Source: an optimization exercise on an open RTL-to-GDS flow (aim: small area, a short achievable clock period and few clock cycles). Production flows keep margins and buffers that such runs may drop.
The RTL was checked by simulation tests, not by an equivalence proof against the original design.

Design flappy_cpu, start of the top module:
module flappy_cpu(
    input         clk,
    input         rst,
    input         button,
    output [19:0] imem_addr,
    input  [31:0] imem_rdata,
    output [11:0] dmem_addr,
    output [31:0] dmem_wdata,
    output        dmem_we,
    input  [31:0] dmem_rdata,
    output [31:0] led,
    output        halted);
For scale: about 1300 flip-flops, ~170 I/O pins.
Settings: LEC_CHECK=0, CAP_MARGIN=20, CORE_MARGIN=2, CORE_UTILIZATION=55, SLEW_MARGIN=20; clock period 25.0 ns.
standard.sh (not shown) runs the stock make flow with config.mk's settings and CLKGATE_MAP_FILE= SYNTH_SCRIPT=/design/flow/synth_recipe.tcl, a recipe that flattens the netlist after the stock synthesis.
==> flow/flow/run.sh <==
#!/bin/bash
set -euo pipefail
ARGS=(SETUP_SLACK_MARGIN=18.4 "BUFFER_PORTS_ARGS=-buffer_cell sky130_fd_sc_hd__buf_4")
bash standard.sh "${ARGS[@]}" cts > standard_to_cts.log 2>&1
bash standard.sh "${ARGS[@]}" SKIP_GATE_CLONING=1 finish > standard_finish.log 2>&1
Testbench counts at the start, summed over its fixed seeds: cycles 135,304.
Rerun with:
--- a/flow/design.v
+++ b/flow/design.v
@@ -946,21 +946,18 @@
    wire [31:2] link = pc_e + 30'd1;
    wire [31:0] res = is_lui ? imm_u :
                      is_auipc ? tgt :
                      (is_jal | is_jalr) ? {link, 2'b00} :
                      is_mul ? mul_r0 :
                      (is_op | is_opi) ? alu : sum;
    wire [31:0] mul_r0, mul_r1, mul_r2, mul_r3;
    wire [13:0] mul_t31;
-   mul_pp u_mul(.a(r1), .b(r2), .r0(mul_r0), .r1(mul_r1), .r2(mul_r2), .r3(mul_r3), .t31(mul_t31));
-   wire        br_sgn = ~f3[1];
-   wire        br_lt  = {a[31] ^ br_sgn, a[30:0]} < {b2[31] ^ br_sgn, b2[30:0]};
-   wire        br_eq  = (a == b2);
-   wire cond = f3[2] ? (br_lt ^ f3[0]) : (br_eq ^ f3[0]);
+   mul_pp u_mul(.a(a), .b(b2), .r0(mul_r0), .r1(mul_r1), .r2(mul_r2), .r3(mul_r3), .t31(mul_t31));
+   wire cond = f3[2] ? ((f3[1] ? lt_u : lt_s) ^ f3[0]) : (eq ^ f3[0]);
    wire go    = v_e & ~stall;
    wire taken    = is_jal | is_jalr | (is_br & cond);
    wire redirect = go & (pred_e ? ~taken : taken);
    wire [31:2] target = pred_e ? link : (is_jalr ? sum[31:2] : tgt[31:2]);
    wire a7_34    = (a == 32'd34);
    wire halt_now = go & is_ecall & ~a7_34;
    wire led_now  = go & is_ecall & a7_34;
    wire if_ec = (imem_rdata[6:2] == 5'b11100) & ~imem_rdata[21];
@@ -968,55 +965,47 @@
    wire [31:0] if_s1 = 32'd1 << if_ir[19:15];
    wire [31:0] if_s2 = 32'd1 << if_ir[24:20];
    wire [4:0] if_op  = imem_rdata[6:2];
    wire if_use1 = ~((if_op == 5'b01101) | (if_op == 5'b00101) | (if_op == 5'b11011));
    wire if_use2 = (if_op == 5'b01100) | (if_op == 5'b01000) | (if_op == 5'b11000) | if_ec;
    wire wb_next = go & writes_rd & (rd != 5'd0);
    wire if_m1   = wb_next & (if_ir[19:15] == rd);
    wire if_m2   = wb_next & (if_ir[24:20] == rd);
-   wire if_mul  = (if_op == 5'b01100) & imem_rdata[25];
-   wire if_dep  = ((is_load | is_mul) & ((if_use1 & if_m1) | (if_use2 & if_m2))) |
-                  (if_mul & (if_m1 | if_m2));
-   wire        if_pred = (imem_rdata[6:2] == 5'b11000) & (&{imem_rdata[31:28], imem_rdata[7]});
-   wire [6:0]  if_lo   = {1'b0, pc[7:2]} + {1'b0, imem_rdata[27:25], imem_rdata[11:9]};
-   wire [31:8] pc_hi_m1 = pc[31:8] - 24'd1;
-   wire [31:2] if_tgt  = {if_lo[6] ? pc[31:8] : pc_hi_m1, if_lo[5:0]};
+   wire if_dep  = (is_load | is_mul) & ((if_use1 & if_m1) | (if_use2 & if_m2));
+   wire        if_pred = (imem_rdata[6:2] == 5'b11000) & (&{imem_rdata[31:26], imem_rdata[7]});
+   wire [4:0]  if_lo   = {1'b0, pc[5:2]} + {1'b0, imem_rdata[25], imem_rdata[11:9]};
+   wire [31:6] pc_hi_m1 = pc[31:6] - 26'd1;
+   wire [31:2] if_tgt  = {if_lo[4] ? pc[31:6] : pc_hi_m1, if_lo[3:0]};
    always @(posedge clk) begin
       if (rst) begin
          pc       <= 30'd0;
          v_e      <= 1'b0;
          halted_r <= 1'b0;
          led_r    <= 32'd0;
       end else if (!halted_r) begin
          if (halt_now) begin
             halted_r <= 1'b1;
             v_e      <= 1'b0;
-         end else if (!stall) begin
-            pc  <= redirect ? target : (if_pred ? if_tgt : pc + 30'd1);
-            v_e <= ~redirect;
+         end else begin
+            pc  <= redirect ? target : (stall ? pc_e : (if_pred ? if_tgt : pc + 30'd1));
+            v_e <= ~(redirect | stall);
          end
          if (led_now)
             led_r <= b2;
       end
-      if (!stall) begin
-         ir     <= if_ir;
-         ec_e   <= if_ec;
-         pc_e   <= pc;
-         pred_e <= if_pred;
-         s1_e <= if_s1[31:1];
-         s2_e <= if_s2[31:1];
-         fw1_e  <= if_m1;
-         fw2_e  <= if_m2;
-         dep_e  <= if_dep;
-      end else begin
-         fw1_e  <= 1'b0;
-         fw2_e  <= 1'b0;
-         dep_e  <= 1'b0;
-      end
+      ir     <= if_ir;
+      ec_e   <= if_ec;
+      pc_e   <= pc;
+      pred_e <= if_pred;
+      s1_e   <= if_s1[31:1];
+      s2_e   <= if_s2[31:1];
+      fw1_e  <= if_m1;
+      fw2_e  <= if_m2;
+      dep_e  <= if_dep;
    end
    wire issue = go & ~halted_r & ~rst;
    always @(posedge clk) begin
       res_m <= res;
       sd_m  <= is_mul ? mul_r1 : b2;
       m2_m  <= mul_r2;
       m3_m  <= mul_r3;
       t31_m <= mul_t31;
Fmax goes down slightly.
First-iteration DRC count goes down by a few percent.
Design area goes down by a few percent.
Non-clock buffer count goes down by 29.
Die area goes down by a few percent.
Clock-buffer cell count goes down by 9.
Area after synthesis goes down by a few percent.
Worst setup slack gets worse by 42 ps.
Utilization goes up by 0.28 points.
Testbench counts after the change, summed over its fixed seeds: cycles 135,499.

## port drivers added, routing unchanged
The flow's constraints put no driver on any port. The routed layouts listed below were extracted and timed again, unchanged, in two steps. Step 1 assumes that a clkbuf_16 drives the clock port and a buf_2 every other input. Step 2, shift: input delay + t, output delay - t, t = (earliest + latest rising clock arrival at the registers) / 2. This alone moves slack from input paths to output paths. a / b / c = ideal / step 1 / step 2; a / b = the first two.
run	t, ns	setup slack, ns	hold WS [ns]	worst setup path at the end
the first run	0.899	18.175 / 18.175 / 17.354	0.470 / 0.470 / 0.470	input to register
the second run	0.883	18.133 / 18.132 / 17.645	0.381 / 0.381 / 0.381	input to register
After both steps setup and hold are still met in every run listed. The setup slack of the first run, which loses most, moves by 0.000 ns with the drivers and by -0.821 ns with both steps.
